Source: an optimization exercise on an open RTL-to-GDS flow (aim: small area and a short achievable clock period). Production flows keep margins and buffers that such runs may drop.
No run shown here included a check of the RTL's function; only the layout flow was run.

==> flow/design.v (outline; a module is shown in full before it is edited, if it fits) <==
// module DOUBLY_PIPELINE: 837 lines
// module scale607: 132 lines
// module cpa28: 5 lines
// module fa: 6 lines
// module ha: 6 lines
// module mj: 5 lines
// module add16: 5 lines
// module sub16: 5 lines
module DOUBLY_PIPELINE(clk,xi,yi,r,ang,xf,yf);
  // ...
==> flow/run.sh <==
#!/bin/bash
# synth_recipe.tcl (not shown) runs the flow's synth.tcl, then flattens the netlist and writes it again
# the make line also repeats each setting of config.mk as NAME=value (left out here)
make -C /OpenROAD-flow-scripts/flow DESIGN_CONFIG=/design/flow/config.mk WORK_HOME=/design/flow/orfs CLKGATE_MAP_FILE= SYNTH_SCRIPT=/design/flow/synth_recipe.tcl finish
==> flow/config.mk <==
export PLATFORM = sky130hd
export DESIGN_NAME = DOUBLY_PIPELINE
export DESIGN_NICKNAME = DOUBLY_PIPELINE
export VERILOG_FILES = /design/flow/design.v
export SDC_FILE = /design/flow/constraint.sdc
export NUM_CORES = 4
export LEC_CHECK = 0
export CAP_MARGIN = 20
export CORE_MARGIN = 2
export CORE_UTILIZATION = 40
export SLEW_MARGIN = 20
export SYNTH_HIERARCHICAL = 1
export SYNTH_MINIMUM_KEEP_SIZE = 0
==> flow/constraint.sdc <==
create_clock -name core_clock -period 25.0 [get_ports {clk}]
set_input_delay 5.0000 -clock core_clock [delete_from_list [all_inputs] [get_ports {clk}]]
set_output_delay 5.0000 -clock core_clock [all_outputs]
set_load 0.01 [all_outputs]
==> impl_metrics.yaml, run 1 <==
cts:
  clock_latency_ns: 0.62
  htreeDepth: 2
  clockBufferDepth: 3
routing:
  via_count: 18900
  ant_nets: 0
  wl_um: 63300
final_layout:
  nets: 3880
  fill_cells: 8232
  clock_area_share_pct: 5.10
  antenna_cells: 0
die:
  dieHeight_um: 305
  tap-cell-count: 1176
  core_mm2: 0.0900
  die_w_um: 305
critical_path:
  crit_buf_inv: 0
  cp-endpoint: "y2[15]"
  cp-start-kind: "flop"
sta:
  slew_headroom_pct: 39.6
  fin_ws_ns: 17.42
grt:
  grt.met2_usage_pct: 24.1
  grt_pass1_wl_um: 108000
  grtUsageTotal_pct: 14.3
hold_path:
  hold_start: "d6[2]"
run_status:
  status: "finished clean"
placement:
  dpl_cell_area_mm2: 0.0386
==> inputs of run 2 (changes only) <==
==> flow/flow/run.sh (new file) <==
#!/bin/bash
# Standard layout, but buffer the ports with buf_4 instead of the default delay-cell buffer.
export BUFFER_PORTS_ARGS="-buffer_cell sky130_fd_sc_hd__buf_4"
bash standard.sh > standard.log 2>&1
==> flow/standard.sh (new file) <==
#!/bin/bash
# synth_recipe.tcl (not shown) runs the flow's synth.tcl, then flattens the netlist and writes it again
# the make line also repeats each setting of config.mk as NAME=value (left out here)
make -C /OpenROAD-flow-scripts/flow DESIGN_CONFIG=/design/flow/config.mk WORK_HOME=/design/flow/orfs CLKGATE_MAP_FILE= SYNTH_SCRIPT=/design/flow/synth_recipe.tcl "${@:-finish}"
removed: flow/run.sh
==> run 2 against run 1 <==
Net effect:
- worst setup slack got worse by 0.045 ns
- synthesized cell count is the same
- core utilization decreased by 0.34 points
- area after synthesis did not move
==> impl_metrics.yaml, run 2 <==
run_status:
  status: "finished clean"
placement:
  placed_cells: 4029
  place_congestion: 0.860
  pre_cts_slack_ns: 17.41
  portBuffers: 95
  hpwl_um: 53400
sta:
  slew_headroom_pct: 32.1
  fmax_mhz: 131
  fin_ws_ns: 17.37
  finalSetupViolCount: 0
  period_share_pct: 30.5
  worstMarginPinSlew_ns: 1.01
  tns_ns: 0
  clock_skew_ns: 0.0312
  hold_viol_final: 0
  rsz0062_at_grt: "false"
  whs_ns: 0.326
  final_max_slew_viol_count: 0
  post-route-min-period_ns: 7.63
critical_path:
  rr_startpoint: "d3[1]"
  path_common_cell: "fa_1"
  worstSetupEndpointType: "flop"
  rr_worst_depth: 17
  required_ns: 25.51
  crit_path_max_incr_delay_ns: 0.93
  critPathMaxFanout: 33
  arrival_ns: 8.13
  setup.worst_path.class: "flop to flop"
  cp-start-kind: "flop"
  slowest_stage: "dfxtp_2"
  critPathTopFamily: "adder cells"
  r2r-end: "x2[15]"
  crit_chain: "xor2_1 -> fa_1 -> fa_1 -> fa_1 -> fa_1 -> fa_1 -> fa_1 -> fa_1 -> fa_1 -> fa_1 -> fa_1 -> fa_1 -> fa_1 -> fa_1 -> fa_1 -> fa_1 -> fa_1"
  ff2ff_setup_slack_ns: 17.37
  startpoint: "d3[1]"
  crit_buf_inv: 0
cts:
  cts_buffers: 59
  clock_latency_ns: 0.63
  cts_resized: 0
  cts_num_sinks: 547
  cts_setup_buffers: 0
  htreeDepth: 2
  cts_tree: "built"
  clockBufferDepth: 3
  cts_root_buffer: "clkbuf_16"
  clk_pin_slew_ns: 0.06
  postCtsHoldBufs: 0
hold_path:
  hold_start: "d4[3]"
  hold_end: "d5[3]"
  hold_path.class: "flop to flop"
  whs_path_depth: 0
die:
  die_w_um: 305
  ios: 97
  initial_core_util_pct: 40.3
  dieHeight_um: 305
  rows: 110
  core_mm2: 0.0900
  die_area_mm2: 0.0932
grt:
  grt_pass1_vias: 20900
  grt_max_degree: 36
  grtUsageTotal_pct: 14.2
  grt_pass1_wl_um: 108000
  grt_overflow_total: 0
  grt_antenna_before_repair: 0
routing:
  routedWlPerCell_um: 15.4
  dr.pass1.iters: 5
  ant_nets: 0
  route.detailed.drc: 0
  wl_um: 63700
  viasPerCell: 4.57
  via_count: 18900
  initialDrtViolationCount: 726
logic_synthesis:
  yosys_warnings: 7
  syn_area_per_cell_um2: 13.1
  netlist_area_mm2: 0.0363
  synth_cells: 2773
final_layout:
  fill_cells: 8231
  nets: 3879
  fin_cells: 4142
  synthToLayoutAreaGrowth_pct: 11.4
  drive_above_1_share_pct: 9.34
  final_cell_mix: "701 x fa_1, 544 x dfxtp_1, 270 x inv_1"
  multi_input_area_mm2: 0.0242
  seqCellArea_mm2: 0.0110
  antenna_cells: 0
  layout_commonest_cell: "fa_1"
job:
  maxCapViolations: 0
-- run 2: stage by stage --
stage / utilization [%] / area (um2)
6_report: 44.9 / 40400
5_1_grt: 44.9 / 40400
4_1_cts: 44.9 / 40400
3_5_place_dp: 42.7 / 38400
3_3_place_gp: 42.7 / 38400
2_1_floorplan: - / 36400
-- run 2: per-layer routing --
layer  wire length (um)  part of all wire, %  global-route usage (%)
met5                  0                    0                       0
met2              31000                   49                    24.1
met4               1360                  2.1                    3.62
met1              29300                   46                    19.1
met3               1980                  3.1                    1.98
-- run 2: area by class of cell --
class                   instances  area share, %
inverters                     270           2.51
clock inverters                31          0.863
flip-flops and latches        547           27.1
well taps                    1176           3.64
multi-input cells            1930           59.8
repair buffers                107           1.99
clock buffers                  81           4.10
-- run 2: worst max-delay path by stage --
stage	endpoint	slack [ns]	cells past startpoint
finish	x2[15]	17.37	17
global placement	y2[15]	17.48	17
global route	y2[15]	17.09	17
floorplan	y7[15]	17.61	19
detailed placement	x2[15]	17.41	17
CTS	y7[15]	17.39	18

-- afterwards: timing with drivers on the ports --
The flow's constraints put no driver on any port. The routed layouts listed below were extracted and timed again, unchanged, in two steps.
Step 1: set_driving_cell puts a clkbuf_16 on clk and a buf_2 on each other input, an assumption about the parent block.
Step 2 moves the port delays by t, midway between the first and last clock arrival at a register: inputs arrive t later, outputs are due t later. That takes back most of the time a late clock gives input paths.
a / b / c = no drivers / after step 1 / after step 2; a / b = the first two.
run | shift t [ns] | slack for setup (ns) | hold slack, ns | worst setup path at the end | worst slew at a driven data input, ns
run 1 | 0.667 | 17.417 / 17.417 / 17.417 | 0.316 / 0.316 / 0.316 | register to register | 0.04
run 2 | 0.671 | 17.372 / 17.372 / 17.372 | 0.326 / 0.326 / 0.326 | register to register | 0.04
After both steps every run listed still meets setup and hold.
